Background: an optimization exercise with open tools, aiming at a short achievable clock period and few clock cycles. Do not read the settings as production practice.
No run shown here included a check of the RTL's function; only the layout flow was run.
No driver is modelled on the clock port, so clocking that relies on it looks cheaper here than on a real chip.
Power is estimated from default activity; no workload was simulated.

## flow/flow/run.sh

```bash
#!/bin/bash
# Layout: the standard ORFS flow (standard.sh, which runs the standard
# synthesis unchanged), with these settings changed:
#   - DONT_USE_CELLS: the platform's list plus the delay cells (clkdlybuf*,
#     dlygate*, dlymetal*), so that repair never puts them on data paths;
#   - SETUP_SLACK_MARGIN 5.6: repair_timing keeps working until paths are
#     about 4.4 ns long (the clock stays at the design's 10 ns);
#   - SLEW_MARGIN / CAP_MARGIN 50: repair_design aims further below the
#     library's slew and capacitance limits;
#   - POST_CTS_TCL: post_cts.tcl, one more repair pass at the end of CTS
#     that resizes, swaps pins and clones but adds no buffers.
# ORFS's own logs are under orfs/logs; make's output goes to standard.log.
set -euo pipefail
here="$PWD/flow"
DONT_USE="$(tr '\n' ' ' < "$here/dont_use.txt")"
bash standard.sh "DONT_USE_CELLS=$DONT_USE" SETUP_SLACK_MARGIN=5.6 \
	SLEW_MARGIN=50 CAP_MARGIN=50 POST_CTS_TCL="$here/post_cts.tcl" \
	finish > standard.log 2>&1
```

## flow/design.v

```verilog
`timescale 1ns / 1ps
module MIPS_DLX(
	input         clock,
	input         reset,
	input         enable,
	output [9:0]  imem_addr,
	input  [31:0] imem_data,
	output [9:0]  dmem_addr,
	output [31:0] dmem_wdata,
	output        dmem_we,
	input  [31:0] dmem_rdata
);
reg [9:0]  pc;
reg        e_we, e_load, e_store, e_br;
reg        e_mis_eq, e_mis_ne;            
reg        e_fold, e_fbeq, e_fpred;       
reg [9:0]  e_falt;                        
reg        e_fz;                          
reg        e_fa2, e_fb2;                  
reg [31:0] e_a2, e_b2;
reg [3:0]  e_fidx;
reg [1:0]  e_fctr;
reg        e_pred, e_bne;
reg [4:0]  e_dst;
reg [9:0]  e_pc1, e_tgt;                  
reg        e_fa, e_fb, e_fc;              
reg [31:0] e_a, e_b, e_c;                 
reg        e_sub, e_arith, e_and, e_or, e_xor, e_nor, e_slt, e_sltu;
reg        e_sll, e_sr, e_sra, e_big;
reg        e_ek_addi, e_ek_andi, e_ek_slt, e_ek_sltu, e_ek_ld, e_ezk;
reg        e_ek_sl;                       
reg [31:0] e_negimm;
reg [4:0]  x_lo, x_hi0, x_hi1;
reg        x_c;
reg [31:0] x_wdata;
reg        x_sfwd;                        
reg [31:0] m_res;
reg        m_we;
reg [4:0]  m_dst;
reg [31:1] f_one, f_b0;                   
reg [31:0] rf [1:31];
wire [31:0] R = dmem_rdata;
assign dmem_addr  = {x_c ? x_hi1 : x_hi0, x_lo};
assign dmem_wdata = x_sfwd ? m_res : x_wdata;
assign dmem_we    = e_store & enable;
wire [31:0] a = e_fa ? m_res : e_a;
wire [31:0] b = e_fb ? m_res : e_b;
wire [31:0] c = e_fc ? m_res : e_c;
wire [31:0] cx   = c ^ {32{e_sub}};
wire [32:0] sum  = {1'b0, a} + {1'b0, cx} + {32'd0, e_sub};
wire        lt   = (a[31] ^ c[31]) ? a[31] : sum[31];
wire        ltu  = ~sum[32];
wire [4:0]  sh   = c[4:0];
wire        big  = e_big & (|c[31:5]);
wire [31:0] shl  = a << sh;
wire [32:0] shr  = $signed({e_sra & a[31], a}) >>> sh;
wire [31:0] res_shl = big ? 32'd0 : shl;
wire [31:0] res_shr = big ? {32{e_sra & a[31]}} : shr[31:0];
wire [9:0]  sum10 = a[9:0] + cx[9:0] + {9'd0, e_sub};
wire [9:0]  res10 = ({10{e_arith}} & sum10)
                  | ({10{e_and}}   & (a[9:0] & c[9:0]))
                  | ({10{e_or}}    & (a[9:0] | c[9:0]))
                  | ({10{e_xor}}   & (a[9:0] ^ c[9:0]))
                  | ({10{e_nor}}   & ~(a[9:0] | c[9:0]))
                  | ({10{e_sll}}   & res_shl[9:0])
                  | ({10{e_sr}}    & res_shr[9:0]);
wire [31:0] res = ({32{e_arith}} & sum[31:0])
                | ({32{e_and}}   & (a & c))
                | ({32{e_or}}    & (a | c))
                | ({32{e_xor}}   & (a ^ c))
                | ({32{e_nor}}   & ~(a | c))
                | {31'd0, (e_slt & lt) | (e_sltu & ltu)}
                | ({32{e_sll}}   & res_shl)
                | ({32{e_sr}}    & res_shr)
                | ({32{e_load}}  & R);
wire        eq_rr      = (e_a == e_b);
wire        eq_mr      = (m_res == e_b);
wire        eq_rm      = (e_a == m_res);
wire        eq         = e_fa ? (e_fb ? 1'b1 : eq_mr) : (e_fb ? eq_rm : eq_rr);
wire        taken      = eq ^ e_bne;
wire        mispredict_b = eq ? e_mis_eq : e_mis_ne;
wire        eq2        = e_fa2 ? (e_fb2 ? 1'b1 : (m_res == e_b2)) :
                                 (e_fb2 ? (e_a2 == m_res) : (e_a2 == e_b2));
wire        fcond      = e_fz ? ezero : eq2;
wire        ftaken     = e_fbeq ? fcond : ~fcond;
wire        mispredict_f = e_fold & (ftaken != e_fpred);
wire        mispredict = mispredict_b | mispredict_f;
wire        z_addi = e_fa ? (m_res == e_negimm) : (e_a == e_negimm);
wire        ezero = (e_ek_addi & z_addi) | (e_ek_andi & ~|(a & c)) |
                    (e_ek_slt & ~lt) | (e_ek_sltu & ~ltu) | (e_ek_ld & ~|R);
wire [31:0] ins   = imem_data;
wire [5:0]  op    = ins[31:26];
wire [4:0]  rs    = ins[25:21];
wire [4:0]  rt    = ins[20:16];
wire [4:0]  rd    = ins[15:11];
wire [5:0]  funct = ins[5:0];
wire is_r    = op == 6'b000000;
wire is_j    = op == 6'b000010;
wire is_beq  = op == 6'b000100;
wire is_bne  = op == 6'b000101;
wire is_addi = op == 6'b001000;
wire is_slti = op == 6'b001010;
wire is_andi = op == 6'b001100;
wire is_ori  = op == 6'b001101;
wire is_xori = op == 6'b001110;
wire is_lw   = op == 6'b100011;
wire is_sw   = op == 6'b101011;
wire is_imm  = is_addi | is_slti | is_andi | is_ori | is_xori;
wire is_br   = is_beq | is_bne;
wire is_mem  = is_lw | is_sw;
wire [4:0] dst = is_r ? rd : rt;
wire       we  = (is_r | is_imm | is_lw) & (dst != 5'd0);
wire f_add  = is_r & (funct == 6'h20 || funct == 6'h21);
wire f_sub  = is_r & (funct == 6'h22 || funct == 6'h23);
wire f_or   = is_r & (funct == 6'h25);
wire f_xor  = is_r & (funct == 6'h26);
wire f_nor  = is_r & (funct == 6'h27);
wire f_slt  = is_r & (funct == 6'h2a);
wire f_sltu = is_r & (funct == 6'h2b);
wire f_sll  = is_r & (funct == 6'h00);
wire f_srl  = is_r & (funct == 6'h02);
wire f_sra  = is_r & (funct == 6'h03);
wire f_sllv = is_r & (funct == 6'h04);
wire f_srlv = is_r & (funct == 6'h06);
wire f_srav = is_r & (funct == 6'h07);
wire f_and  = is_r & ~(f_add | f_sub | f_or | f_xor | f_nor | f_slt | f_sltu |
                       f_sll | f_srl | f_sra | f_sllv | f_srlv | f_srav);
wire [31:0] imm = {{16{ins[15]}}, ins[15:0]};
wire [31:0] rf_a = (rs == 5'd0) ? 32'd0 : rf[rs];
wire [31:0] rf_b = (rt == 5'd0) ? 32'd0 : rf[rt];
wire [31:0] val_a = rf_a;
wire [31:0] val_b = rf_b;
wire fwd_a = e_we & (e_dst == rs);
wire fwd_b = e_we & (e_dst == rt);
wire       stall    = is_mem & fwd_a & e_ek_sl;
wire [9:0] base     = fwd_a ? (e_load ? R[9:0] : res10) : val_a[9:0];
function [5:0] add5;
	input [4:0] x, y;
	input       cin;
	reg [4:0] p, g, gg, pp, gn, pn;
	integer i, d;
	begin
		p = x ^ y;
		g = x & y;
		gg = g; gg[0] = g[0] | (p[0] & cin);
		pp = p;
		for (d = 1; d < 5; d = d * 2) begin
			gn = gg; pn = pp;
			for (i = d; i < 5; i = i + 1) begin
				gn[i] = gg[i] | (pp[i] & gg[i-d]);
				pn[i] = pp[i] & pp[i-d];
			end
			gg = gn; pp = pn;
		end
		add5 = {gg[4], p ^ {gg[3:0], cin}};
	end
endfunction
wire [5:0] a_lo     = add5(base[4:0], ins[4:0], 1'b0);
wire [5:0] a_hi0    = add5(base[9:5], ins[9:5], 1'b0);
wire [5:0] a_hi1    = add5(base[9:5], ins[9:5], 1'b1);
wire same  = rs == rt;
wire spred = is_beq ? (same | ins[15]) : ~same;
wire       dpred  = spred;
wire       early_ok = is_br & ~same & e_ezk &
                      (((rt == 5'd0) & fwd_a) | ((rs == 5'd0) & fwd_b));
wire       pred     = early_ok ? (is_beq ? ezero : ~ezero) : dpred;
wire [9:0] pc1 = pc + 10'd1;
wire [9:0] pc2 = pc + 10'd2;
wire [9:0] tgt = pc + ins[9:0];
reg [15:0]  fb_v, fb_j, fb_beq, fb_zt;
reg [95:0]  fb_tag;
reg [79:0]  fb_r, fb_rs, fb_rt;
reg [159:0] fb_tgt;
reg [31:0]  fb_ctr;
wire [3:0] fb_i    = pc[3:0];
wire       fb_hit  = fb_v[fb_i] & (fb_tag[fb_i*6 +: 6] == pc[9:4]);
wire       fb_isj  = fb_j[fb_i];
wire       fb_eq   = fb_beq[fb_i];
wire [4:0] fb_reg  = fb_r[fb_i*5 +: 5];
wire [4:0] fb_rsi  = fb_rs[fb_i*5 +: 5];
wire [4:0] fb_rti  = fb_rt[fb_i*5 +: 5];
wire       fb_z    = fb_zt[fb_i];
wire [9:0] fb_dst  = fb_tgt[fb_i*10 +: 10];
wire [1:0] fb_c    = fb_ctr[fb_i*2 +: 2];
wire       x_ezk   = is_addi | is_andi | f_slt | is_slti | f_sltu | is_lw;
wire       fold_ok = fb_hit & ~is_br & ~is_j;
wire       fold_j  = fold_ok & fb_isj;
wire       fold_z  = fb_z & we & x_ezk & (dst == fb_reg);
wire       fold_g  = ~(we & ((dst == fb_rsi) | (dst == fb_rti)));
wire       fold_b  = fold_ok & ~fb_isj & (fold_z | fold_g);
wire [31:0] g_a    = (fb_rsi == 5'd0) ? 32'd0 : rf[fb_rsi];
wire [31:0] g_b    = (fb_rti == 5'd0) ? 32'd0 : rf[fb_rti];
wire        g_fa   = e_we & (e_dst == fb_rsi);
wire        g_fb   = e_we & (e_dst == fb_rti);
wire       x_dec1  = is_addi & (ins[15:0] == 16'hFFFF);
wire       x_bit0  = is_andi & (ins[15:0] == 16'h0001);
wire       m_wrs   = m_we & (m_dst == rs);
wire       rs_one  = (rs != 5'd0) & (m_wrs ? (m_res == 32'd1) : f_one[rs]);
wire       rs_b0   = (rs != 5'd0) & (m_wrs ? m_res[0] : f_b0[rs]);
wire       x_slt   = f_slt | is_slti | f_sltu;
wire       m_wrt   = m_we & (m_dst == rt);
wire       sa_ok   = (rs == 5'd0) | (fwd_a ? e_load : m_wrs);
wire       sb_ok   = is_slti | (rt == 5'd0) | (fwd_b ? e_load : m_wrt);
wire [31:0] sa     = (rs == 5'd0) ? 32'd0 : fwd_a ? R : m_res;
wire [31:0] sb     = is_slti ? imm : (rt == 5'd0) ? 32'd0 : fwd_b ? R : m_res;
wire       s_lt    = f_sltu ? (sa < sb) : ($signed(sa) < $signed(sb));
wire       x_known = ((x_dec1 | x_bit0) & ~fwd_a) | (x_slt & sa_ok & sb_ok);
wire       x_zero  = x_slt ? ~s_lt : x_dec1 ? rs_one : ~rs_b0;
wire       fb_pred = (fold_z & x_known) ? (fb_eq ? x_zero : ~x_zero) : fb_c[1];
wire       fpred   = fold_j | (fold_b & fb_pred);
wire [9:0] f_next = stall ? pc :
                    (fold_j | fold_b) ? (fpred ? fb_dst : pc2) :
                    (is_br & pred) ? tgt : (is_j ? ins[9:0] : pc1);
assign imem_addr = pc;
always @(posedge clock) begin
	if (reset)
		pc <= 10'd0;
	else if (enable)
		pc <= mispredict_f ? e_falt : mispredict_b ? (e_pred ? e_pc1 : e_tgt) : f_next;
end
wire kill = mispredict | stall;       
always @(posedge clock) begin
	if (reset) begin
		e_we <= 1'b0; e_load <= 1'b0; e_store <= 1'b0; e_br <= 1'b0;
		e_mis_eq <= 1'b0; e_mis_ne <= 1'b0; e_ezk <= 1'b0; e_fold <= 1'b0;
	end else if (enable) begin
		e_fold   <= fold_b & ~kill;
		e_ezk    <= we & ~kill & (is_addi | is_andi | f_slt | is_slti | f_sltu | is_lw);
		e_we     <= we & ~kill;
		e_load   <= is_lw & ~kill;
		e_store  <= is_sw & ~kill;
		e_br     <= is_br & ~kill;
		e_mis_eq <= is_br & ~kill & (is_bne == pred);
		e_mis_ne <= is_br & ~kill & (is_bne != pred);
	end
end
always @(posedge clock) begin
	if (enable) begin
		e_dst    <= dst;
		e_bne    <= is_bne;
		e_pred   <= pred;
		e_fbeq   <= fb_eq;
		e_fz     <= fold_z;
		e_fa2    <= g_fa;
		e_fb2    <= g_fb;
		e_a2     <= g_a;
		e_b2     <= g_b;
		e_fpred  <= fb_pred;
		e_falt   <= fb_pred ? pc2 : fb_dst;
		e_fidx   <= fb_i;
		e_fctr   <= fb_c;
		e_pc1    <= pc1;
		e_tgt    <= tgt;
		e_fa     <= fwd_a;
		e_fb     <= fwd_b;
		e_fc     <= fwd_b & ~is_imm;
		e_a      <= val_a;
		e_b      <= val_b;
		e_c      <= is_imm ? imm : val_b;
		e_sub    <= f_sub | f_slt | f_sltu | is_slti;
		e_arith  <= f_add | f_sub | is_addi;
		e_and    <= f_and | is_andi;
		e_or     <= f_or | is_ori;
		e_xor    <= f_xor | is_xori;
		e_nor    <= f_nor;
		e_slt    <= f_slt | is_slti;
		e_sltu   <= f_sltu;
		e_sll    <= f_sll | f_sllv;
		e_sr     <= f_srl | f_sra | f_srlv | f_srav;
		e_sra    <= f_sra | f_srav;
		e_big    <= f_sll | f_srl | f_sra;
		e_ek_addi <= is_addi;
		e_ek_andi <= is_andi;
		e_ek_slt  <= f_slt | is_slti;
		e_ek_sltu <= f_sltu;
		e_ek_ld   <= is_lw;
		e_ek_sl   <= f_slt | is_slti | f_sltu;
		e_negimm  <= 32'd0 - imm;
		x_lo     <= a_lo[4:0];
		x_c      <= a_lo[5];
		x_hi0    <= a_hi0[4:0];
		x_hi1    <= a_hi1[4:0];
		x_wdata  <= val_b;
		x_sfwd   <= fwd_b;
	end
end
always @(posedge clock) begin
	if (enable) begin
		m_res <= res;
		m_dst <= e_dst;
	end
end
always @(posedge clock) begin
	if (reset)
		m_we <= 1'b0;
	else if (enable)
		m_we <= e_we;
end
always @(posedge clock) begin
	if (m_we) begin
		f_one[m_dst] <= (m_res == 32'd1);
		f_b0[m_dst]  <= m_res[0];
	end
end
wire       al_zt   = is_br & ~same & ((rt == 5'd0) | (rs == 5'd0));
reg        a_v, a_j, a_beq, a_sp, a_zt;
reg [4:0]  a_rs, a_rt;
reg [9:0]  a_pc, a_tgt;
reg [4:0]  a_r;
always @(posedge clock) begin
	if (reset)
		a_v <= 1'b0;
	else if (enable)
		a_v <= is_j | is_br;
end
always @(posedge clock) begin
	if (enable) begin
		a_pc  <= pc;
		a_j   <= is_j;
		a_beq <= is_beq;
		a_sp  <= spred;
		a_r   <= (rt == 5'd0) ? rs : rt;
		a_zt  <= al_zt;
		a_rs  <= rs;
		a_rt  <= rt;
		a_tgt <= is_j ? ins[9:0] : tgt;
	end
end
wire [9:0] pm1     = a_pc - 10'd1;
wire [3:0] al_i    = pm1[3:0];
wire       al_have = fb_v[al_i] & (fb_tag[al_i*6 +: 6] == pm1[9:4]);
wire       al      = a_v & ~al_have;
wire [1:0] fctr_t  = (e_fctr == 2'b11) ? 2'b11 : e_fctr + 2'b01;
wire [1:0] fctr_n  = (e_fctr == 2'b00) ? 2'b00 : e_fctr - 2'b01;
reg        fu_v;
reg [3:0]  fu_i;
reg [1:0]  fu_ctr;
always @(posedge clock) begin
	if (reset)
		fu_v <= 1'b0;
	else if (enable)
		fu_v <= e_fold;
end
always @(posedge clock) begin
	if (enable) begin
		fu_i   <= e_fidx;
		fu_ctr <= ftaken ? fctr_t : fctr_n;
	end
end
always @(posedge clock) begin
	if (reset) begin
		fb_v <= 16'd0;
	end else if (enable && al) begin
		fb_v[al_i] <= 1'b1;
	end
end
always @(posedge clock) begin
	if (enable && al) begin
		fb_tag[al_i*6 +: 6]   <= pm1[9:4];
		fb_j[al_i]            <= a_j;
		fb_beq[al_i]          <= a_beq;
		fb_r[al_i*5 +: 5]     <= a_r;
		fb_zt[al_i]           <= a_zt;
		fb_rs[al_i*5 +: 5]    <= a_rs;
		fb_rt[al_i*5 +: 5]    <= a_rt;
		fb_tgt[al_i*10 +: 10] <= a_tgt;
		fb_ctr[al_i*2 +: 2]   <= a_sp ? 2'b10 : 2'b01;
	end else if (enable && fu_v) begin
		fb_ctr[fu_i*2 +: 2]   <= fu_ctr;
	end
end
always @(posedge clock) begin
	if (e_we)
		rf[e_dst] <= res;
end
endmodule
```

## flow/constraint.sdc

```tcl
create_clock -name core_clock -period 10.0 [get_ports {clock}]
set_input_delay 2.0000 -clock core_clock [delete_from_list [all_inputs] [get_ports {clock}]]
set_output_delay 2.0000 -clock core_clock [all_outputs]
set_load 0.01 [all_outputs]
```

## flow/flow/post_cts.tcl

```tcl
# Extra timing repair at the end of ORFS's CTS step (before 4_1_cts.odb is
# written): fix slow transitions, then a setup repair pass that only resizes,
# swaps pins and clones (no new buffers), then legalize the placement again.
puts "post_cts: extra repair"
estimate_parasitics -placement
repair_design -slew_margin 50 -cap_margin 50 -verbose
estimate_parasitics -placement
repair_timing -setup -setup_margin 5.6 -repair_tns 100 -skip_buffering -verbose
detailed_placement
check_placement -verbose
report_worst_slack -max
```

## flow/standard.sh

```bash
#!/bin/bash
# synth_recipe.tcl (not shown) runs the flow's synth.tcl, then flattens the netlist and writes it again
# the make line also repeats each setting of config.mk as NAME=value (left out here)
make -C /OpenROAD-flow-scripts/flow DESIGN_CONFIG=/design/flow/config.mk WORK_HOME=/design/flow/orfs CLKGATE_MAP_FILE= SYNTH_SCRIPT=/design/flow/synth_recipe.tcl "${@:-finish}"
```

## flow/config.mk

```make
export PLATFORM = sky130hd
export DESIGN_NAME = MIPS_DLX
export DESIGN_NICKNAME = MIPS_DLX
export VERILOG_FILES = /design/flow/design.v
export SDC_FILE = /design/flow/constraint.sdc
export NUM_CORES = 8
export LEC_CHECK = 0
export CAP_MARGIN = 20
export CORE_MARGIN = 2
export CORE_UTILIZATION = 40
export SLEW_MARGIN = 20
```

## flow/flow/dont_use.txt

```
sky130_fd_sc_hd__probe_p_8 sky130_fd_sc_hd__probec_p_8 sky130_fd_sc_hd__lpflow_bleeder_1 sky130_fd_sc_hd__lpflow_clkbufkapwr_1 sky130_fd_sc_hd__lpflow_clkbufkapwr_16 sky130_fd_sc_hd__lpflow_clkbufkapwr_2 sky130_fd_sc_hd__lpflow_clkbufkapwr_4 sky130_fd_sc_hd__lpflow_clkbufkapwr_8 sky130_fd_sc_hd__lpflow_clkinvkapwr_1 sky130_fd_sc_hd__lpflow_clkinvkapwr_16 sky130_fd_sc_hd__lpflow_clkinvkapwr_2 sky130_fd_sc_hd__lpflow_clkinvkapwr_4 sky130_fd_sc_hd__lpflow_clkinvkapwr_8 sky130_fd_sc_hd__lpflow_decapkapwr_12 sky130_fd_sc_hd__lpflow_decapkapwr_3 sky130_fd_sc_hd__lpflow_decapkapwr_4 sky130_fd_sc_hd__lpflow_decapkapwr_6 sky130_fd_sc_hd__lpflow_decapkapwr_8 sky130_fd_sc_hd__lpflow_inputiso0n_1 sky130_fd_sc_hd__lpflow_inputiso0p_1 sky130_fd_sc_hd__lpflow_inputiso1n_1 sky130_fd_sc_hd__lpflow_inputiso1p_1 sky130_fd_sc_hd__lpflow_inputisolatch_1 sky130_fd_sc_hd__lpflow_isobufsrc_1 sky130_fd_sc_hd__lpflow_isobufsrc_16 sky130_fd_sc_hd__lpflow_isobufsrc_2 sky130_fd_sc_hd__lpflow_isobufsrc_4 sky130_fd_sc_hd__lpflow_isobufsrc_8 sky130_fd_sc_hd__lpflow_isobufsrckapwr_16 sky130_fd_sc_hd__lpflow_lsbuf_lh_hl_isowell_tap_1 sky130_fd_sc_hd__lpflow_lsbuf_lh_hl_isowell_tap_2 sky130_fd_sc_hd__lpflow_lsbuf_lh_hl_isowell_tap_4 sky130_fd_sc_hd__lpflow_lsbuf_lh_isowell_4 sky130_fd_sc_hd__lpflow_lsbuf_lh_isowell_tap_1 sky130_fd_sc_hd__lpflow_lsbuf_lh_isowell_tap_2 sky130_fd_sc_hd__lpflow_lsbuf_lh_isowell_tap_4  sky130_fd_sc_hd__clkdlybuf4s15_1 sky130_fd_sc_hd__clkdlybuf4s15_2 sky130_fd_sc_hd__clkdlybuf4s18_1 sky130_fd_sc_hd__clkdlybuf4s18_2 sky130_fd_sc_hd__clkdlybuf4s25_1 sky130_fd_sc_hd__clkdlybuf4s25_2 sky130_fd_sc_hd__clkdlybuf4s50_1 sky130_fd_sc_hd__clkdlybuf4s50_2 sky130_fd_sc_hd__dlygate4sd1_1 sky130_fd_sc_hd__dlygate4sd2_1 sky130_fd_sc_hd__dlygate4sd3_1 sky130_fd_sc_hd__dlymetal6s2s_1 sky130_fd_sc_hd__dlymetal6s4s_1 sky130_fd_sc_hd__dlymetal6s6s_1
```

==> out/results.ini, run 1 <==
[die]
start_util_pct = 40.1
dieArea_sq_um = 329000
rows = 209
die_x_um = 573
core_sq_um = 323000
die_height_um = 573
ioPinCount = 120

[worst_hold_path]
min_to = fb_v[14]
hold_class = register to register
min_path_cells = 2
hold_start = fb_v[14]

[layout]
drive_gt1_share_pct = 26.6
layout_common_cells = nand2_1 (2,084), edfxtp_1 (1,967), mux4_2 (747), nor2_1 (502), a211oi_1 (465)
syn_to_final_growth_pct = 23.3
stdcell_count = 16879
layout.nets = 12598
final_common_cell = nand2_1

[job]
cap_violations = 0

[logic_synthesis]
syn_inst = 11720
async_reset_ff_share_pct = 0
syn_nets = 11979
ys_ff_latch = 2003
synth_top_area_cell = edfxtp_1
ys_seq_area_share_pct = 46.1
synth_cell_type_count = 100
synthTopCellsByArea = edfxtp_1 (46%), mux4_2 (13%), nand2_1 (6.3%), a211oi_1 (2.9%), mux2i_1 (2.9%)
ys_warn_count = 1
synth_edf_count = 1967
syn_area_per_cell_sq_um = 11.1
synth_top_cell_area_share_pct = 45.5
ys.flop_type = edfxtp_1
syn_area_sq_um = 130000

[sta]
worst_pin_slew_ns = 1.45
fmax_mhz = 176
relSlewSlack_pct = 3.13
rsz0062_at_grt = true
maxSlewViolCount = 0
finalSetupViolations = 0
fin_crit_sh_pct = 56.7
setup_tns_ns = 0
finalClockSkew_ns = 0.0841
final.min_clock_period_ns = 5.67
finalHoldViolCount = 0

[setup_path]
r2r_end = x_lo[4]
cp-start-kind = input pin
required_ns = 10.85
r2r_start = e_fc
reg2reg_depth = 38
path_max_fanout = 6
cp.arrival_ns = 6.53
ff2ff_setup_slack_ns = 4.61
crit_type = input pin to register
end_kind = register

[global_routing]
grt_pass1_wl_um = 830000
grt_start_max_net_pins = 130
grt_pass1_vias = 110324
overflow = 0
antenna_found_initial = 41
gr-usage-all-layers_pct = 34.7

[routing]
vias_per_cell = 7.02
first_iter_violations = 20854
ant_nets = 0
firstDrtPassIters = 7
wirelength_um = 607000
drc = 0
num_vias = 118416
wl_per_cell_um = 36.0

[cts]
clock_latency_ns = 0.99
cts_sinks = 2003
cts_tree = yes
clk_pin_slew_ns = 0.06

[placement]
dp_hpwl_um = 370000
routabilityCongestion = 0.976
io_buffers = 119
dpl.cell_count = 15590

[run_status]
status = timing/DRC/antenna clean

[power_and_ir_drop]
ir_drop_uv = 155
p_leak_nw = 55.4
p_per_area_nw_per_um2 = 186

-- synth_stat cells (14+ instances only) --
library cell  instances
a211o_1              17
a211oi_1            505
a21o_1               89
a21oi_1             572
a221o_1              17
a221oi_1             14
a222oi_1             25
a22o_1              329
a22oi_1              38
a311oi_1            302
a31oi_1             232
a32oi_1              17
and2_1               35
and3_1              128
buf_1               121
buf_2                46
buf_4                16
clkbuf_1            827
dfxtp_1              36
edfxtp_1           1967
ha_1                185
inv_1               160
mux2_2              219
mux2i_1             372
mux4_1               24
mux4_2              741
nand2_1            2189
nand2b_1             31
nand3_1             373
nand4_1              64
nor2_1              618
nor2b_1             250
nor3_1               65
nor4_1               76
o211ai_1             46
o21a_1               16
o21ai_0             274
o221ai_1             19
o22ai_1              50
or2_2                19
or3_1                17
xnor2_1             212
xor2_1              118
-- kinds of logic (layout without fill, tap and decap cells) --
kind of cell	Yosys count	count (layout)	synth area share [%]
AO/OA/AOI/OAI	2690	2699	14.5
XOR/XNOR	333	333	2.27
adder cells (fa/ha/maj)	194	194	1.91
buffers and inverters	1194	1982	3.67
flip-flops	2003	2003	46.1
multiplexers	1357	1359	18.1
other	0	25	0
AND/OR/NAND/NOR	3949	3959	13.4
-- power breakdown --
group | internal [mW] | total, mW | switching [mW] | leakage, nW
clock network | 5.08 | 8.91 | 3.83 | 3.72
logic | 3.85 | 10.7 | 6.86 | 33.3
registers | 9.82 | 10.1 | 0.306 | 18.4
total | 18.7 | 29.7 | 11.0 | 55.4
-- per-layer routing --
layer | track usage (%) | wire length [um] | part of all wire (%)
met5 | 0 | 222 | 0.037
met4 | 20.1 | 45200 | 7.4
met3 | 12.3 | 97300 | 16
met2 | 50.1 | 253000 | 42
met1 | 44.8 | 211000 | 35
-- flip-flops by register name (all words and copies together) (netlist names), 16 cells and up --
name	flops
rf	992
fb_ctr	32
fb_zt	16
e_a2	32
e_c	32
fb_tgt	160
fb_beq	16
x_wdata	32
f_b0	31
fb_tag	96
fb_rs	80
e_negimm	17
m_res	32
fb_j	16
e_a	32
e_b2	32
fb_rt	80
fb_r	80
f_one	31
fb_v	16
-- area by class of cell --
| cell class | instances | area (sq um) |
|---|---|---|
| diodes | 25 | 62.6 |
| inverters | 167 | 703 |
| fillers | 27741 | 164000 |
| well taps | 4325 | 5410 |
| repair buffers | 1391 | 14600 |
| flip-flops and latches | 2003 | 59800 |
| repair inverters | 4 | 31.3 |
| clock inverters | 158 | 1840 |
| multi-input cells | 8544 | 71500 |
| clock buffers | 262 | 5870 |
-- critical path: stages --
cell,delay [ns]
clkbuf_16,0.14
xor2_4,0.16
nor4_4,0.31
buf_6,0.13
buf_6,0.08
buf_6,0.11
and2_4,0.19
buf_1,0.13
mux2_4,0.31
a21oi_2,0.14
ha_1,0.18
and4_4,0.23
nand4_1,0.10
o311a_1,0.37
a211o_1,0.27
o211ai_1,0.09
buf_4,0.17
o22ai_4,0.08
o31ai_4,0.25
buf_6,0.15
o2bb2ai_4,0.13
buf_6,0.13
buf_6,0.10
buf_1,0.09
and2_4,0.13
o31ai_2,0.05
a311oi_1,0.27
-- worst max-delay path by stage --
stage / from / to / depth (start not counted)
3_3_place_gp: imem_data[21] / x_lo[4] / 14
3_5_place_dp: imem_data[21] / pc[3] / 21
2_1_floorplan: imem_data[22] / pc[2] / 24
5_1_grt: imem_data[17] / pc[7] / 28
6_report: imem_data[17] / pc[7] / 27
-- through the flow --
| step | hold slack (ns) | worst slack (ns) | total power [mW] | area [sq um] | utilization (%) |
|---|---|---|---|---|---|
| 6_report | 0.498 | 4.33 | 29.7 | 160000 | 49.4 |
| 5_1_grt | 0.538 | 4.12 | 30.4 | 160000 | 49.4 |
| 3_3_place_gp | 0.465 | 1.44 | 17.7 | 134000 | 41.5 |
| 3_5_place_dp | 0.471 | 1.81 | 18.0 | 137000 | 42.4 |
| 2_1_floorplan | 0.424 | 3.71 | 14.9 | 130000 | - |
==> run 2, diff against run 1 <==
--- a/flow/flow/run.sh
+++ b/flow/flow/run.sh
@@ -5,7 +5,7 @@
 #     dlygate*, dlymetal*), so that repair never puts them on data paths;
 #   - SETUP_SLACK_MARGIN 5.6: repair_timing keeps working until paths are
 #     about 4.4 ns long (the clock stays at the design's 10 ns);
-#   - SLEW_MARGIN / CAP_MARGIN 50: repair_design aims further below the
+#   - SLEW_MARGIN / CAP_MARGIN 40: repair_design aims further below the
 #     library's slew and capacitance limits;
 #   - POST_CTS_TCL: post_cts.tcl, one more repair pass at the end of CTS
 #     that resizes, swaps pins and clones but adds no buffers.
@@ -14,5 +14,5 @@
 here="$PWD/flow"
 DONT_USE="$(tr '\n' ' ' < "$here/dont_use.txt")"
 bash standard.sh "DONT_USE_CELLS=$DONT_USE" SETUP_SLACK_MARGIN=5.6 \
-	SLEW_MARGIN=50 CAP_MARGIN=50 POST_CTS_TCL="$here/post_cts.tcl" \
+	SLEW_MARGIN=40 CAP_MARGIN=40 POST_CTS_TCL="$here/post_cts.tcl" \
 	finish > standard.log 2>&1
--- a/flow/flow/post_cts.tcl
+++ b/flow/flow/post_cts.tcl
@@ -3,7 +3,7 @@
 # swaps pins and clones (no new buffers), then legalize the placement again.
 puts "post_cts: extra repair"
 estimate_parasitics -placement
-repair_design -slew_margin 50 -cap_margin 50 -verbose
+repair_design -slew_margin 40 -cap_margin 40 -verbose
 estimate_parasitics -placement
 repair_timing -setup -setup_margin 5.6 -repair_tns 100 -skip_buffering -verbose
 detailed_placement
==> run 2 against run 1 <==
Setup slack worse by 0.0038 ns. Power is 4.0% lower. Clock skew is 0.012 ns higher. Global-route usage is 0.15 points lower. Critical path type unchanged. Still clean on timing, DRC and antenna. First-iteration DRC count is 0.51% higher. Fmax hardly changed. Clock-buffer cell count is 11 higher. Routed wire length is 1.6% lower.
==> out/results.ini, run 2 <==
[run_status]
status = timing/DRC/antenna clean

[routing]
wl_per_cell_um = 35.9  ; -0.16%
first_iter_violations = 20960  ; +0.51%
drc = 0  ; unchanged
firstDrtPassIters = 10  ; +3
wirelength_um = 597000  ; -1.6%
num_vias = 117159  ; -1.1%
ant_nets = 0  ; unchanged
vias_per_cell = 7.04  ; +0.41%

[sta]
setup_tns_ns = 0  ; unchanged
rsz0062_at_grt = true
worst_pin_slew_ns = 1.06  ; -0.391 ns
fmax_mhz = 176  ; about the same
final.min_clock_period_ns = 5.68  ; +0.00380 ns
finalClockSkew_ns = 0.0960  ; +0.0119 ns
fin_crit_sh_pct = 56.8  ; about the same
finalHoldViolCount = 0  ; unchanged
relSlewSlack_pct = 29.0  ; +26 points
finalSetupViolations = 0  ; unchanged
maxSlewViolCount = 0  ; unchanged

[logic_synthesis]
ys_warn_count = 1  ; unchanged
syn_area_sq_um = 130000  ; unchanged
async_reset_ff_share_pct = 0  ; unchanged
synth.most_common_cell = nand2_1
synth_common_cells = nand2_1 (2,189), edfxtp_1 (1,967), clkbuf_1 (827)
synth_cell_type_count = 100  ; unchanged
syn_area_per_cell_sq_um = 11.1  ; unchanged
ys_seq_area_share_pct = 46.1  ; unchanged
synth_top_area_cell = edfxtp_1
synthTopCellsByArea = edfxtp_1 (46%), mux4_2 (13%), nand2_1 (6.3%), a211oi_1 (2.9%), mux2i_1 (2.9%)
synth_top_cell_area_share_pct = 45.5  ; unchanged
ys_ff_latch = 2003  ; unchanged
synth_edf_count = 1967  ; unchanged
syn_inst = 11720  ; unchanged
ys.flop_type = edfxtp_1
syn_nets = 11979  ; unchanged

[global_routing]
overflow = 0  ; unchanged
antenna_found_initial = 53  ; +29%
grt_pass1_vias = 109046  ; -1.2%
gr-usage-all-layers_pct = 34.5  ; -0.15 points
grt_start_max_net_pins = 131  ; +0.77%
grt_pass1_wl_um = 826000  ; -0.54%

[layout]
final_common_cell = nand2_1
design_area_sq_um = 154000  ; -3.4%
largest_reg_flops = 992  ; unchanged
multi_input_area_sq_um = 70100  ; -2.0%
fillers = 28454  ; +2.6%
seq_area_sq_um = 59800  ; about the same
largest-register = rf
layout_common_cells = nand2_1 (2,146), edfxtp_1 (1,967), mux4_2 (750), nor2_1 (516), a211oi_1 (480)
reg.largest.list = rf (992), fb_tgt (160), fb_tag (96)
syn_to_final_growth_pct = 19.1
layout.nets = 12347  ; -2.0%
drive_gt1_share_pct = 22.9  ; -3.7 points

[cts]
clk_pin_slew_ns = 0.06  ; about the same
cts_sinks = 2003  ; unchanged
clock_latency_ns = 0.99  ; about the same
cts_tree = yes

[die]
ioPinCount = 120  ; unchanged
start_util_pct = 40.1  ; unchanged
die_height_um = 573  ; unchanged
die_x_um = 573  ; unchanged
core_sq_um = 323000  ; unchanged
dieArea_sq_um = 329000  ; unchanged
rows = 209  ; unchanged

[power_and_ir_drop]
p_leak_nw = 52.9  ; -4.5%
p_per_area_nw_per_um2 = 185  ; -0.58%
ir_drop_uv = 178  ; +15%

[setup_path]
ff2ff_setup_slack_ns = 4.61  ; about the same
required_ns = 10.72  ; -0.13 ns
cp-start-kind = input pin
path_max_fanout = 4  ; -2
crit_type = input pin to register
cp.arrival_ns = 6.39  ; -0.14 ns
end_kind = register

[placement]
dp_hpwl_um = 365000  ; -1.3%
io_buffers = 119  ; unchanged
dpl_cell_area_sq_um = 136000  ; -0.98%
routabilityCongestion = 0.976  ; unchanged

[job]
cap_violations = 0  ; unchanged

[worst_hold_path]
hold_class = register to register

==> run 2: cell counts after synthesis <==
No cell type changed its count.
==> run 2: worst paths after layout <==
path                       from         to  depth (start not counted)
hold / removal         fb_v[15]   fb_v[15]                          2
setup / recovery  imem_data[18]  e_falt[2]                         24
setup reg to reg       e_dst[2]  e_falt[2]                         23
hold reg to reg        fb_v[15]   fb_v[15]                          2
==> run 2: cell families after synthesis <==
logic type               share of synthesized area, %
multiplexers                                     18.1
flip-flops                                       46.1
adder cells (fa/ha/maj)                          1.91
AO/OA/AOI/OAI                                    14.5
XOR/XNOR                                         2.27
AND/OR/NAND/NOR                                  13.4
buffers and inverters                            3.67
==> run 2: worst max-delay path: stages <==
cell       delay, ns
clkbuf_16       0.16
xor2_4          0.17
nor4_4          0.36
and2_4          0.26
buf_6           0.13
mux2i_1         0.18
nor2_1          0.06
a21oi_1         0.17
ha_1            0.29
a211oi_2        0.22
nand3_1         0.12
a211oi_2        0.29
o311a_1         0.21
a211o_1         0.14
o211ai_1        0.08
buf_4           0.18
o311a_4         0.13
o31ai_4         0.30
buf_6           0.17
buf_1           0.11
buf_2           0.14
buf_6           0.12
buf_8           0.10
mux2_4          0.28
==> run 2: metrics by stage <==
| stage | instances | utilization, % | total power, mW | setup WS (ns) | hold slack [ns] |
|---|---|---|---|---|---|
| after floorplan | 11720 | - | 14.9 | 3.71 | 0.424 |
| after global placement | 15467 | 41.5 | 17.7 | 1.44 | 0.465 |
| after detailed placement | 15531 | 42.0 | 17.9 | 1.75 | 0.471 |
| after global routing | 16603 | 47.7 | 29.2 | 4.17 | 0.537 |
| final | 16631 | 47.7 | 28.6 | 4.32 | 0.500 |
==> run 2: where the power goes <==
group | switching, mW | internal (mW)
combinational | 6.45 | 3.31
clock | 3.77 | 4.90
sequential | 0.309 | 9.82
==> run 2: layer usage <==
| metal | GRT usage (%) | vias to the layer above | wire (um) |
|---|---|---|---|
| li1 | - | 46264 | - |
| met1 | 44.2 | 58001 | 210000 |
| met2 | 50.1 | 10417 | 250000 |
| met3 | 12.7 | 2427 | 92900 |
| met4 | 19.8 | 50 | 43700 |
| met5 | 0 | - | 617 |
==> run 2: layout make-up <==
class	count	share of cell area [%]
antenna	31	0.0502
clock buffer	273	3.85
clock inverter	144	0.966
inverter	167	0.455
multi-input combinational	8550	45.4
sequential	2003	38.7
tap	4325	3.50
timing repair buffer	1131	7.01
timing repair inverter	7	0.0381
==> run 3, diff against run 2 <==
--- a/flow/design.v
+++ b/flow/design.v
@@ -197,14 +197,16 @@
 wire       m_wrs   = m_we & (m_dst == rs);
 wire       rs_one  = (rs != 5'd0) & (m_wrs ? (m_res == 32'd1) : f_one[rs]);
 wire       rs_b0   = (rs != 5'd0) & (m_wrs ? m_res[0] : f_b0[rs]);
-wire       x_slt   = f_slt | is_slti | f_sltu;
+wire       x_slt   = f_slt | f_sltu;
 wire       m_wrt   = m_we & (m_dst == rt);
-wire       sa_ok   = (rs == 5'd0) | (fwd_a ? e_load : m_wrs);
-wire       sb_ok   = is_slti | (rt == 5'd0) | (fwd_b ? e_load : m_wrt);
-wire [31:0] sa     = (rs == 5'd0) ? 32'd0 : fwd_a ? R : m_res;
-wire [31:0] sb     = is_slti ? imm : (rt == 5'd0) ? 32'd0 : fwd_b ? R : m_res;
-wire       s_lt    = f_sltu ? (sa < sb) : ($signed(sa) < $signed(sb));
-wire       x_known = ((x_dec1 | x_bit0) & ~fwd_a) | (x_slt & sa_ok & sb_ok);
+wire       s_rm    = fwd_a & e_load & ~fwd_b & m_wrt;    
+wire       s_mr    = fwd_b & e_load & ~fwd_a & m_wrs;    
+wire       u_rm    = R < m_res;
+wire       u_mr    = m_res < R;
+wire       i_rm    = $signed(R) < $signed(m_res);
+wire       i_mr    = $signed(m_res) < $signed(R);
+wire       s_lt    = f_sltu ? (s_rm ? u_rm : u_mr) : (s_rm ? i_rm : i_mr);
+wire       x_known = ((x_dec1 | x_bit0) & ~fwd_a) | (x_slt & (s_rm | s_mr));
 wire       x_zero  = x_slt ? ~s_lt : x_dec1 ? rs_one : ~rs_b0;
 wire       fb_pred = (fold_z & x_known) ? (fb_eq ? x_zero : ~x_zero) : fb_c[1];
 wire       fpred   = fold_j | (fold_b & fb_pred);
--- a/flow/flow/run.sh
+++ b/flow/flow/run.sh
@@ -5,7 +5,7 @@
 #     dlygate*, dlymetal*), so that repair never puts them on data paths;
 #   - SETUP_SLACK_MARGIN 5.6: repair_timing keeps working until paths are
 #     about 4.4 ns long (the clock stays at the design's 10 ns);
-#   - SLEW_MARGIN / CAP_MARGIN 40: repair_design aims further below the
+#   - SLEW_MARGIN / CAP_MARGIN 50: repair_design aims further below the
 #     library's slew and capacitance limits;
 #   - POST_CTS_TCL: post_cts.tcl, one more repair pass at the end of CTS
 #     that resizes, swaps pins and clones but adds no buffers.
@@ -14,5 +14,5 @@
 here="$PWD/flow"
 DONT_USE="$(tr '\n' ' ' < "$here/dont_use.txt")"
 bash standard.sh "DONT_USE_CELLS=$DONT_USE" SETUP_SLACK_MARGIN=5.6 \
-	SLEW_MARGIN=40 CAP_MARGIN=40 POST_CTS_TCL="$here/post_cts.tcl" \
+	SLEW_MARGIN=50 CAP_MARGIN=50 POST_CTS_TCL="$here/post_cts.tcl" \
 	finish > standard.log 2>&1
--- a/flow/flow/post_cts.tcl
+++ b/flow/flow/post_cts.tcl
@@ -3,7 +3,7 @@
 # swaps pins and clones (no new buffers), then legalize the placement again.
 puts "post_cts: extra repair"
 estimate_parasitics -placement
-repair_design -slew_margin 40 -cap_margin 40 -verbose
+repair_design -slew_margin 50 -cap_margin 50 -verbose
 estimate_parasitics -placement
 repair_timing -setup -setup_margin 5.6 -repair_tns 100 -skip_buffering -verbose
 detailed_placement
==> run 3 against run 2 <==
Still clean. Cell count is 9.4% lower. Synthesized area shrank 1.3%. Global-route usage is 2.5 points lower. Register-to-register slack better by 0.61 ns. Clock power is 4.6% lower. Utilization rose by 0.11 points. Clock skew fell by 0.0080 ns. Routed wire length shrank 8.9%. Final area is 1.4% lower. Die area decreased by 1.3%. Critical path type unchanged. Largest cell class unchanged. Highest routed layer unchanged.
==> out/results.ini, run 3 <==
[run_status]
status = timing/DRC/antenna clean

[job]
cap_violations = 0  ; unchanged

[cts]
cts_sinks = 2003  ; unchanged
clk_pin_slew_ns = 0.06  ; about the same
cts_tree = yes
clock_latency_ns = 0.94  ; -0.05 ns

[logic_synthesis]
ys_ff_latch = 2003  ; unchanged
synth_top_area_cell = edfxtp_1
synth_top_cell_area_share_pct = 46.1  ; +0.60 points
synthTopCellsByArea = edfxtp_1 (46%), mux4_2 (18%), nand2_1 (3.4%), mux2i_1 (3.3%), a211oi_1 (2.6%)
ys.flop_type = edfxtp_1
syn_area_sq_um = 128000  ; -1.3%
synth_cell_type_count = 96  ; -4.0%
ys_warn_count = 1  ; unchanged
syn_area_per_cell_sq_um = 12.4  ; +12%
synth_edf_count = 1967  ; unchanged
syn_nets = 10605  ; -11%
syn_inst = 10313  ; -12%
synth_common_cells = edfxtp_1 (1,967), nand2_1 (1,155), mux4_2 (1,008)
ys_seq_area_share_pct = 46.7  ; +0.60 points
async_reset_ff_share_pct = 0  ; unchanged
synth.most_common_cell = edfxtp_1

[die]
rows = 207  ; -0.96%
dieArea_sq_um = 325000  ; -1.3%
die_height_um = 570  ; -0.65%
die_x_um = 570  ; -0.65%
ioPinCount = 120  ; unchanged
start_util_pct = 40.2  ; +0.12 points
core_sq_um = 318000  ; -1.6%

[setup_path]
cp.arrival_ns = 5.64  ; -0.75 ns
path_max_fanout = 7  ; +3
crit_type = input pin to register
cp-start-kind = input pin
slowest_delay_ns = 0.54  ; +0.18 ns
end_kind = register
slowest_stage = mux4_2
required_ns = 10.78  ; +0.06 ns
critical_path.cell_chain = clkbuf_16, inv_8, ha_4, buf_6, mux4_2, mux4_2, nor2b_4, o211a_1, o22ai_2, and2_1, o31a_1, a211o_4, clkbuf_2, a31oi_1, a311o_1, a311oi_2
cp_common_cell = mux4_2
ff2ff_setup_slack_ns = 5.22  ; +0.61 ns

[placement]
io_buffers = 119  ; unchanged
routabilityCongestion = 0.991  ; +1.6%
dp_hpwl_um = 349000  ; -4.3%
dpl.cell_count = 14128  ; -9.0%

[layout]
final_common_cell = edfxtp_1
largest_reg_flops = 992  ; unchanged
largest-register = rf
stdcell_count = 15066  ; -9.4%
drive_gt1_share_pct = 28.3  ; +5.5 points
layout_common_cells = edfxtp_1 (1,967), nand2_1 (1,117), mux4_2 (1,008), nor2_1 (529), a211oi_1 (426)
syn_to_final_growth_pct = 19.0  ; about the same
reg.largest.list = rf (992), fb_tgt (160), fb_tag (96)
layout.nets = 10997  ; -11%

[power_and_ir_drop]
combPwrFrac_pct = 33.2  ; -1.0 points
p_int_mw = 17.8  ; -1.1%
ir_drop_uv = 169  ; -4.9%
p_seq_share_pct = 36.8  ; +1.3 points
switching_share_pct = 35.5  ; -1.3 points
clkPwrFrac_pct = 29.9  ; -0.5 points
power.switching_mw = 9.83  ; -6.7%
p_per_area_nw_per_um2 = 182  ; -1.8%
p_leak_nw = 51.5  ; -2.8%

[routing]
firstDrtPassIters = 9  ; -1
wirelength_um = 544000  ; -8.9%
drc = 0  ; unchanged
wl_per_cell_um = 36.1  ; +0.52%
first_iter_violations = 18032  ; -14%
num_vias = 105581  ; -9.9%
ant_nets = 0  ; unchanged
vias_per_cell = 7.01  ; -0.52%

[global_routing]
grt_start_max_net_pins = 118  ; -9.9%
busiest_layer = met2
use_met3_pct = 9.24  ; -3.5 points
gr-usage-all-layers_pct = 32.0  ; -2.5 points
gr-usage-met2_pct = 47.0  ; -3.1 points
grt_pass1_vias = 99364  ; -8.9%
overflow = 0  ; unchanged
antenna_found_initial = 34  ; -36%
grt_pass1_wl_um = 750000  ; -9.2%
use_met1_pct = 43.1  ; -1.1 points

[sta]
fmax_mhz = 206  ; +17%
final.min_clock_period_ns = 4.86  ; -0.814 ns
worst_pin_slew_ns = 0.953  ; -0.110 ns
rsz0062_at_grt = true
finalSetupViolations = 0  ; unchanged
finalClockSkew_ns = 0.0880  ; -0.00799 ns
setup_tns_ns = 0  ; unchanged
relSlewSlack_pct = 36.5  ; +7.5 points
finalHoldViolCount = 0  ; unchanged
fin_crit_sh_pct = 48.6  ; -8.1 points
maxSlewViolCount = 0  ; unchanged

[worst_hold_path]
hold_class = register to register

run 3: final cells by class:
cell class              instances  area [sq um]
clock inverters               134          1340
flip-flops and latches       2003         59800
diodes                         10          25.0
clock buffers                 259          5710
fillers                     27479        166000
repair inverters                1          6.26
inverters                     229           932
well taps                    4180          5230
multi-input cells            7217         69100
repair buffers               1033         10100
run 3: worst max-delay path, delay by kind of cell:
family	cells	cell delay [ns]
buf+inv	4	0.50
mux	2	0.81
simple gates	2	0.31
fa+ha+maj	1	0.35
compound gates	7	1.62
run 3: cells by family after synthesis:
logic type      after synthesis  synth area share, %
compound gates             2362                 13.0
fa+ha+maj                   227                 2.26
simple gates               2611                 9.19
xor+xnor                    338                 2.32
buf+inv                    1105                 3.38
mux                        1667                 23.1
flops                      2003                 46.7
run 3: final timing paths:
| path | startpoint | endpoint | depth (start not counted) |
|---|---|---|---|
| worst max-delay path | imem_data[21] | pc[2] | 16 |
| worst min-delay path | fb_v[12] | fb_v[12] | 2 |
| worst max register to register | e_fc | pc[1] | 18 |
| worst min register to register | fb_v[12] | fb_v[12] | 2 |
run 3: routing by layer:
| metal | routed length, um | vias up |
|---|---|---|
| li1 | - | 41907 |
| met1 | 200000 | 53286 |
| met2 | 233000 | 8628 |
| met3 | 76900 | 1726 |
| met4 | 33800 | 34 |
| met5 | 267 | - |
run 3: power groups by stage:
stage | clock, mW | combinational (mW) | sequential [mW]
3_5_place_dp | 0 | 7.55 | 10.4
6_report | 8.27 | 9.19 | 10.2
5_1_grt | 8.61 | 9.52 | 10.2
2_1_floorplan | 0 | 4.90 | 10.1
3_3_place_gp | 0 | 7.31 | 10.4
run 3: per-stage QoR:
| stage | total power, mW | util, % | hold slack, ns | instance area (sq um) | setup slack [ns] |
|---|---|---|---|---|---|
| finish | 27.7 | 47.8 | 0.490 | 152000 | 5.14 |
| floorplan | 15.0 | - | 0.421 | 129000 | 4.06 |
| detailed placement | 17.9 | 42.6 | 0.476 | 136000 | 3.33 |
| global placement | 17.7 | 41.8 | 0.465 | 133000 | 2.31 |
| global route | 28.3 | 47.8 | 0.512 | 152000 | 5.12 |
==> run 4, diff against run 3 <==
--- a/flow/flow/run.sh
+++ b/flow/flow/run.sh
@@ -5,7 +5,7 @@
 #     dlygate*, dlymetal*), so that repair never puts them on data paths;
 #   - SETUP_SLACK_MARGIN 5.6: repair_timing keeps working until paths are
 #     about 4.4 ns long (the clock stays at the design's 10 ns);
-#   - SLEW_MARGIN / CAP_MARGIN 50: repair_design aims further below the
+#   - SLEW_MARGIN / CAP_MARGIN 60: repair_design aims further below the
 #     library's slew and capacitance limits;
 #   - POST_CTS_TCL: post_cts.tcl, one more repair pass at the end of CTS
 #     that resizes, swaps pins and clones but adds no buffers.
@@ -14,5 +14,5 @@
 here="$PWD/flow"
 DONT_USE="$(tr '\n' ' ' < "$here/dont_use.txt")"
 bash standard.sh "DONT_USE_CELLS=$DONT_USE" SETUP_SLACK_MARGIN=5.6 \
-	SLEW_MARGIN=50 CAP_MARGIN=50 POST_CTS_TCL="$here/post_cts.tcl" \
+	SLEW_MARGIN=60 CAP_MARGIN=60 POST_CTS_TCL="$here/post_cts.tcl" \
 	finish > standard.log 2>&1
--- a/flow/flow/post_cts.tcl
+++ b/flow/flow/post_cts.tcl
@@ -3,7 +3,7 @@
 # swaps pins and clones (no new buffers), then legalize the placement again.
 puts "post_cts: extra repair"
 estimate_parasitics -placement
-repair_design -slew_margin 50 -cap_margin 50 -verbose
+repair_design -slew_margin 60 -cap_margin 60 -verbose
 estimate_parasitics -placement
 repair_timing -setup -setup_margin 5.6 -repair_tns 100 -skip_buffering -verbose
 detailed_placement
==> run 4 against run 3 <==
Still clean on timing, DRC and antenna. Synthesized area unchanged. Combinational power increased by 6.3%. Register-to-register slack about the same. Non-clock buffer count increased by 198. Clock power increased by 5.6%. Fmax increased by 1.4%. Final area increased by 2.6%. Critical endpoint is now pc[1].
==> out/results.ini, run 4 <==
[run_status]
status = timing/DRC/antenna clean

[placement]
dpl.cell_count = 14218  ; +0.64%
routabilityCongestion = 0.991  ; unchanged
dp_hpwl_um = 356000  ; +2.1%
io_buffers = 119  ; unchanged

[layout]
syn_to_final_growth_pct = 22.0
layout_common_cells = edfxtp_1 (1,967), nand2_1 (1,112), mux4_2 (1,008), nor2_1 (514), a211oi_1 (379)
layout.nets = 11200  ; +1.8%
reg.largest.list = rf (992), fb_tgt (160), fb_tag (96)
largest-register = rf
stdcell_count = 15284  ; +1.4%
largest_reg_flops = 992  ; unchanged
drive_gt1_share_pct = 30.6  ; +2.2 points
final_common_cell = edfxtp_1

[power_and_ir_drop]
switching_share_pct = 35.3  ; -0.25 points
combPwrFrac_pct = 34.1  ; +0.9 points
p_per_area_nw_per_um2 = 183  ; +0.99%
p_leak_nw = 53.3  ; +3.5%
total_power_mw = 28.6  ; +3.6%
p_seq_share_pct = 35.4  ; -1.4 points
ir_drop_uv = 153  ; -9.6%
power.switching_mw = 10.1  ; +2.9%
p_int_mw = 18.5  ; +4.0%
clkPwrFrac_pct = 30.5  ; +0.6 points

[logic_synthesis]
synth_common_cells = edfxtp_1 (1,967), nand2_1 (1,155), mux4_2 (1,008)
synth_top_area_cell = edfxtp_1
ys.flop_type = edfxtp_1
synth_edf_count = 1967  ; unchanged
ys_warn_count = 1  ; unchanged
synth_top_cell_area_share_pct = 46.1  ; unchanged
ys_seq_area_share_pct = 46.7  ; unchanged
synthTopCellsByArea = edfxtp_1 (46%), mux4_2 (18%), nand2_1 (3.4%), mux2i_1 (3.3%), a211oi_1 (2.6%)
syn_area_sq_um = 128000  ; unchanged
syn_area_per_cell_sq_um = 12.4  ; unchanged
syn_inst = 10313  ; unchanged
synth_cell_type_count = 96  ; unchanged
ys_ff_latch = 2003  ; unchanged
async_reset_ff_share_pct = 0  ; unchanged
synth.most_common_cell = edfxtp_1
syn_nets = 10605  ; unchanged

[sta]
worst_pin_slew_ns = 0.717  ; -0.236 ns
fmax_mhz = 209  ; +1.4%
final.min_clock_period_ns = 4.79  ; -0.0695 ns
relSlewSlack_pct = 52.2  ; +16 points
finalClockSkew_ns = 0.106  ; +0.0175 ns
finalSetupViolations = 0  ; unchanged
maxSlewViolCount = 0  ; unchanged
rsz0062_at_grt = true
fin_crit_sh_pct = 47.9  ; -0.70 points
setup_tns_ns = 0  ; unchanged
finalHoldViolCount = 0  ; unchanged

[routing]
first_iter_violations = 18045  ; +0.072%
wl_per_cell_um = 36.2  ; +0.23%
vias_per_cell = 6.98  ; -0.34%
drc = 0  ; unchanged
num_vias = 106742  ; +1.1%
ant_nets = 0  ; unchanged
firstDrtPassIters = 9  ; unchanged
wirelength_um = 553000  ; +1.7%

[setup_path]
path_max_fanout = 5  ; -2
cp.arrival_ns = 5.59  ; -0.05 ns
slowest_stage = or3_4
crit_type = register to register
slowest_delay_ns = 0.48  ; -0.06 ns
required_ns = 10.80  ; +0.02 ns
cp-start-kind = register
end_kind = register
critical_path.cell_chain = buf_8, buf_12, buf_16, mux2i_4, buf_6, xnor2_4, ha_4, a211oi_4, o211ai_1, a41oi_2, a21boi_2, o2111a_1, nor4_4, buf_6, a31oi_4, xnor2_4, mux2_4, or3_4, a311oi_2

[global_routing]
grt_pass1_wl_um = 761000  ; +1.5%
grt_start_max_net_pins = 90  ; -24%
grt_pass1_vias = 100296  ; +0.94%
antenna_found_initial = 39  ; +15%
gr-usage-all-layers_pct = 32.6  ; +0.53 points
overflow = 0  ; unchanged

[cts]
clock_latency_ns = 0.96  ; +0.02 ns
cts_tree = yes
clk_pin_slew_ns = 0.06  ; about the same
cts_sinks = 2003  ; unchanged

[die]
start_util_pct = 40.2  ; unchanged
die_height_um = 570  ; unchanged
dieArea_sq_um = 325000  ; unchanged
rows = 207  ; unchanged
die_x_um = 570  ; unchanged
ioPinCount = 120  ; unchanged
core_sq_um = 318000  ; unchanged

[job]
cap_violations = 0  ; unchanged

[worst_hold_path]
hold_class = register to register

-- run 4: cell counts after synthesis --
No cell type changed its count.
-- run 4: power groups by stage --
| stage | clock network [mW] | logic (mW) | registers [mW] |
|---|---|---|---|
| after global placement | 0 | 7.31 | 10.4 |
| final | 8.73 | 9.77 | 10.1 |
| after floorplan | 0 | 4.90 | 10.1 |
| after global routing | 9.07 | 10.1 | 10.2 |
| after detailed placement | 0 | 7.79 | 10.3 |
-- run 4: cells by family (layout without fill, tap and decap cells) --
kind of cell / after synthesis / in the layout / synth area share, %
simple gates: 2611 / 2616 / 9.19
flops: 2003 / 2003 / 46.7
mux: 1667 / 1669 / 23.1
xor+xnor: 338 / 338 / 2.32
compound gates: 2362 / 2368 / 13.0
buf+inv: 1105 / 1867 / 3.38
fa+ha+maj: 227 / 227 / 2.26
other cells: 0 / 16 / 0
-- run 4: worst paths after layout --
kind | from | to | slack (ns) | depth (start not counted)
max | e_fc | pc[1] | 5.21 | 19
min | e_mis_ne | e_mis_ne | 0.50 | 2
max reg2reg | e_fc | pc[1] | 5.21 | 19
min reg2reg | e_mis_ne | e_mis_ne | 0.50 | 2
-- run 4: layer usage --
layer	vias to the layer above	share of wire [%]	global-route usage (%)	routed length, um
met5	-	0.022	0	120
met4	18	6.1	15.8	33800
met3	1697	14	9.18	78500
met2	8975	43	48.2	238000
met1	53714	37	43.9	202000
li1	42338	-	-	-
-- run 4: final cells by class --
class,instances,area (sq um)
antenna,16,40.0
clock buffer,250,5750
clock inverter,156,1790
fill,27095,162000
inverter,229,928
multi-input combinational,7218,69800
sequential,2003,59800
tap,4180,5230
timing repair buffer,1231,12800
timing repair inverter,1,6.26
-- run 4: worst max-delay path, delay by kind of cell, from the launching register on --
family,cells,cell delay [ns]
AOI/OAI and AO/OA,7,1.45
buffers and inverters,5,0.86
and+or+nand+nor,2,0.73
muxes,2,0.56
DFF,1,0.41
xor gates and xnor gates,2,0.36
adders and majority gates,1,0.29
-- run 4: stage by stage --
stage	area [sq um]	worst slack, ns	hold slack [ns]	util [%]
final	156000	5.21	0.501	49.1
after floorplan	129000	4.06	0.421	-
after global placement	133000	2.31	0.465	41.8
after detailed placement	137000	3.29	0.475	43.2
after global routing	156000	5.16	0.511	49.1
==> run 5, diff against run 4 <==
--- a/flow/design.v
+++ b/flow/design.v
@@ -167,7 +167,7 @@
 wire [9:0] pc1 = pc + 10'd1;
 wire [9:0] pc2 = pc + 10'd2;
 wire [9:0] tgt = pc + ins[9:0];
-reg [15:0]  fb_v, fb_j, fb_beq, fb_zt;
+reg [15:0]  fb_v, fb_j, fb_beq, fb_zt, fb_xs, fb_xu;
 reg [95:0]  fb_tag;
 reg [79:0]  fb_r, fb_rs, fb_rt;
 reg [159:0] fb_tgt;
@@ -180,6 +180,8 @@
 wire [4:0] fb_rsi  = fb_rs[fb_i*5 +: 5];
 wire [4:0] fb_rti  = fb_rt[fb_i*5 +: 5];
 wire       fb_z    = fb_zt[fb_i];
+wire       fb_xslt = fb_xs[fb_i];           
+wire       fb_xsu  = fb_xu[fb_i];
 wire [9:0] fb_dst  = fb_tgt[fb_i*10 +: 10];
 wire [1:0] fb_c    = fb_ctr[fb_i*2 +: 2];
 wire       x_ezk   = is_addi | is_andi | f_slt | is_slti | f_sltu | is_lw;
@@ -197,7 +199,6 @@
 wire       m_wrs   = m_we & (m_dst == rs);
 wire       rs_one  = (rs != 5'd0) & (m_wrs ? (m_res == 32'd1) : f_one[rs]);
 wire       rs_b0   = (rs != 5'd0) & (m_wrs ? m_res[0] : f_b0[rs]);
-wire       x_slt   = f_slt | f_sltu;
 wire       m_wrt   = m_we & (m_dst == rt);
 wire       s_rm    = fwd_a & e_load & ~fwd_b & m_wrt;    
 wire       s_mr    = fwd_b & e_load & ~fwd_a & m_wrs;    
@@ -205,9 +206,9 @@
 wire       u_mr    = m_res < R;
 wire       i_rm    = $signed(R) < $signed(m_res);
 wire       i_mr    = $signed(m_res) < $signed(R);
-wire       s_lt    = f_sltu ? (s_rm ? u_rm : u_mr) : (s_rm ? i_rm : i_mr);
-wire       x_known = ((x_dec1 | x_bit0) & ~fwd_a) | (x_slt & (s_rm | s_mr));
-wire       x_zero  = x_slt ? ~s_lt : x_dec1 ? rs_one : ~rs_b0;
+wire       s_lt    = fb_xsu ? (s_rm ? u_rm : u_mr) : (s_rm ? i_rm : i_mr);
+wire       x_known = ((x_dec1 | x_bit0) & ~fwd_a) | (fb_xslt & (s_rm | s_mr));
+wire       x_zero  = fb_xslt ? ~s_lt : x_dec1 ? rs_one : ~rs_b0;
 wire       fb_pred = (fold_z & x_known) ? (fb_eq ? x_zero : ~x_zero) : fb_c[1];
 wire       fpred   = fold_j | (fold_b & fb_pred);
 wire [9:0] f_next = stall ? pc :
@@ -305,7 +306,9 @@
 	end
 end
 wire       al_zt   = is_br & ~same & ((rt == 5'd0) | (rs == 5'd0));
-reg        a_v, a_j, a_beq, a_sp, a_zt;
+reg        a_v, a_j, a_beq, a_sp, a_zt, a_xs, a_xu;
+reg        p_slt, p_sltu;                 
+reg [9:0]  p_pc;
 reg [4:0]  a_rs, a_rt;
 reg [9:0]  a_pc, a_tgt;
 reg [4:0]  a_r;
@@ -318,6 +321,11 @@
 always @(posedge clock) begin
 	if (enable) begin
 		a_pc  <= pc;
+		a_xs  <= (p_slt | p_sltu) & (p_pc == pc - 10'd1);
+		a_xu  <= p_sltu;
+		p_pc  <= pc;
+		p_slt <= f_slt;
+		p_sltu <= f_sltu;
 		a_j   <= is_j;
 		a_beq <= is_beq;
 		a_sp  <= spred;
@@ -363,6 +371,8 @@
 		fb_beq[al_i]          <= a_beq;
 		fb_r[al_i*5 +: 5]     <= a_r;
 		fb_zt[al_i]           <= a_zt;
+		fb_xs[al_i]           <= a_xs;
+		fb_xu[al_i]           <= a_xu;
 		fb_rs[al_i*5 +: 5]    <= a_rs;
 		fb_rt[al_i*5 +: 5]    <= a_rt;
 		fb_tgt[al_i*10 +: 10] <= a_tgt;
--- a/flow/flow/run.sh
+++ b/flow/flow/run.sh
@@ -5,7 +5,7 @@
 #     dlygate*, dlymetal*), so that repair never puts them on data paths;
 #   - SETUP_SLACK_MARGIN 5.6: repair_timing keeps working until paths are
 #     about 4.4 ns long (the clock stays at the design's 10 ns);
-#   - SLEW_MARGIN / CAP_MARGIN 60: repair_design aims further below the
+#   - SLEW_MARGIN / CAP_MARGIN 50: repair_design aims further below the
 #     library's slew and capacitance limits;
 #   - POST_CTS_TCL: post_cts.tcl, one more repair pass at the end of CTS
 #     that resizes, swaps pins and clones but adds no buffers.
@@ -14,5 +14,5 @@
 here="$PWD/flow"
 DONT_USE="$(tr '\n' ' ' < "$here/dont_use.txt")"
 bash standard.sh "DONT_USE_CELLS=$DONT_USE" SETUP_SLACK_MARGIN=5.6 \
-	SLEW_MARGIN=60 CAP_MARGIN=60 POST_CTS_TCL="$here/post_cts.tcl" \
+	SLEW_MARGIN=50 CAP_MARGIN=50 POST_CTS_TCL="$here/post_cts.tcl" \
 	finish > standard.log 2>&1
--- a/flow/flow/post_cts.tcl
+++ b/flow/flow/post_cts.tcl
@@ -3,7 +3,7 @@
 # swaps pins and clones (no new buffers), then legalize the placement again.
 puts "post_cts: extra repair"
 estimate_parasitics -placement
-repair_design -slew_margin 60 -cap_margin 60 -verbose
+repair_design -slew_margin 50 -cap_margin 50 -verbose
 estimate_parasitics -placement
 repair_timing -setup -setup_margin 5.6 -repair_tns 100 -skip_buffering -verbose
 detailed_placement
==> run 5 against run 4 <==
Worst hold slack got worse by 0.0042 ns. Sequential share of layout area is 1.4 points higher. Setup slack lost 0.23 ns. Register-to-register slack worse by 0.23 ns. Cell count shrank 1.4%. Sequential cell count up 35. Non-clock buffer count is 199 lower. Synthesized area is 1.4% higher. Routed wire length down 1.5%. Power shrank 3.9%. Combinational power is 9.4% lower. First-iteration DRC count decreased by 8.6%. Largest cell class unchanged. Largest power group unchanged.
==> out/results.ini, run 5 <==
[logic_synthesis]
ys_warn_count = 1  ; unchanged
syn_nets = 10448  ; -1.5%
ys_seq_area_share_pct = 46.9  ; +0.16 points
yosys.area_share.adder_pct = 2.24  ; -0.020 points
syn_area_per_cell_sq_um = 12.8  ; +3.0%
async_reset_ff_share_pct = 0  ; unchanged
ys_ff_latch = 2038  ; +1.7%
synth_common_cells = edfxtp_1 (2,002), mux4_2 (1,034), nand2_1 (764)
synth_top_family_by_area = multiplexers
syn_inst = 10154  ; -1.5%
synth_compound_area_share_pct = 12.4  ; -0.57 points

[sta]
rsz0062_at_grt = true
finalHoldViolCount = 0  ; unchanged

[worst_hold_path]
hold_start = fb_v[15]
hold_class = register to register

[run_status]
status = timing/DRC/antenna clean

[job]
cap_violations = 0  ; unchanged

[layout]
final_common_cell = edfxtp_1
largest_reg_flops = 992  ; unchanged
layout.nets = 10852  ; -3.1%
drive_gt1_share_pct = 28.2  ; -2.4 points

[routing]
ant_nets = 0  ; unchanged
vias_per_cell = 6.91  ; -1.1%
drc = 0  ; unchanged
wirelength_um = 544000  ; -1.5%

[die]
rows = 209  ; +0.97%
die_height_um = 574  ; +0.70%

[placement]
io_buffers = 119  ; unchanged
routabilityCongestion = 0.986  ; -0.60%

[setup_path]
reg2reg_depth = 21  ; +2
ff2ff_setup_slack_ns = 4.98  ; -0.23 ns
required_ns = 10.82  ; +0.02 ns
r2r_end = e_load

[cts]
cts_sinks = 2038  ; +1.7%

## run 5: worst max-delay path by stage
| stage | startpoint | endpoint | slack (ns) | depth (start not counted) |
|---|---|---|---|---|
| after detailed placement | e_fc | e_load | 2.98 | 16 |
| final | e_fc | e_load | 4.98 | 21 |
| after floorplan | imem_data[22] | pc[7] | 4.49 | 22 |
| after global routing | e_fc | pc[3] | 4.93 | 23 |
| after global placement | imem_data[23] | pc[5] | 2.55 | 13 |
## run 5: worst reg2reg max path: cells and delay by family, from the launching register on
family / cells / cell delay (ns)
XOR/XNOR: 1 / 0.18
AND/OR/NAND/NOR: 5 / 1.19
adder cells (fa/ha/maj): 1 / 0.39
flip-flops: 1 / 0.37
multiplexers: 3 / 0.66
AO/OA/AOI/OAI: 6 / 1.50
buffers and inverters: 5 / 0.65
## run 5: per-layer routing
layer / GRT usage (%) / routed length, um / vias up
li1: - / - / 41456
met3: 8.01 / 70600 / 1618
met1: 41.6 / 197000 / 52993
met4: 17.3 / 35500 / 28
met5: 0 / 162 / -
met2: 48.2 / 241000 / 8010
## run 5: stage by stage
stage                     utilization [%]  total power [mW]  std cells  area, sq um  setup slack (ns)
after floorplan                         -              14.9      10154       131000              4.49
after global placement               41.6              17.5      14004       135000              2.55
after detailed placement             42.4              17.7      14097       137000              2.98
after global routing                 47.4              28.2      15063       153000              4.93
final                                47.4              27.5      15074       153000              4.98
## run 5: power breakdown
| part | internal (mW) | total (mW) | switching [mW] |
|---|---|---|---|
| combinational | 3.18 | 8.85 | 5.67 |
| sequential | 9.98 | 10.3 | 0.308 |
| clock | 4.75 | 8.40 | 3.64 |
| total | 17.9 | 27.5 | 9.62 |
## run 5: cells by family after synthesis
kind of cell / count (synthesis)
XOR/XNOR: 356
AO/OA/AOI/OAI: 2360
multiplexers: 1911
flip-flops: 2038
adder cells (fa/ha/maj): 228
buffers and inverters: 1113
AND/OR/NAND/NOR: 2148
## run 5: final cells by class
class | instances | area (sq um) | area share (%)
Multi-Input combinational cell | 7014 | 69200 | 45.1
Sequential cell | 2038 | 60900 | 39.7
Timing Repair Buffer | 1032 | 9680 | 6.31
Clock buffer | 280 | 5980 | 3.90
Tap cell | 4325 | 5410 | 3.53
Clock inverter | 124 | 1160 | 0.754
Inverter | 243 | 948 | 0.619
Antenna cell | 18 | 45.0 | 0.0294

-- re-timing with driven ports --
No port has a modelled driver above. Below, the same layouts with a new extraction and two added sets of constraints.
Step 1, drivers: a clkbuf_16 drives clock and a buf_2 each remaining input, both assumed.
Step 2 also shifts input and output timing later by t, the mid clock arrival at the registers, as if the neighbouring blocks saw the same clock.
a / b / c = ideal / step 1 / step 2; a / b = the first two.
| run | t (ns) | setup slack, ns |
|---|---|---|
| run 1 | 1.069 | 4.327 / 4.242 / 3.173 |
| run 2 | 1.050 | 4.323 / 4.157 / 3.107 |
| run 3 | 1.006 | 5.137 / 4.962 / 3.957 |
| run 4 | 1.010 | 5.206 / 5.066 / 4.056 |
| run 5 | 1.000 | 4.980 / 4.980 / 4.195 |
After both steps every run listed still meets setup and hold.
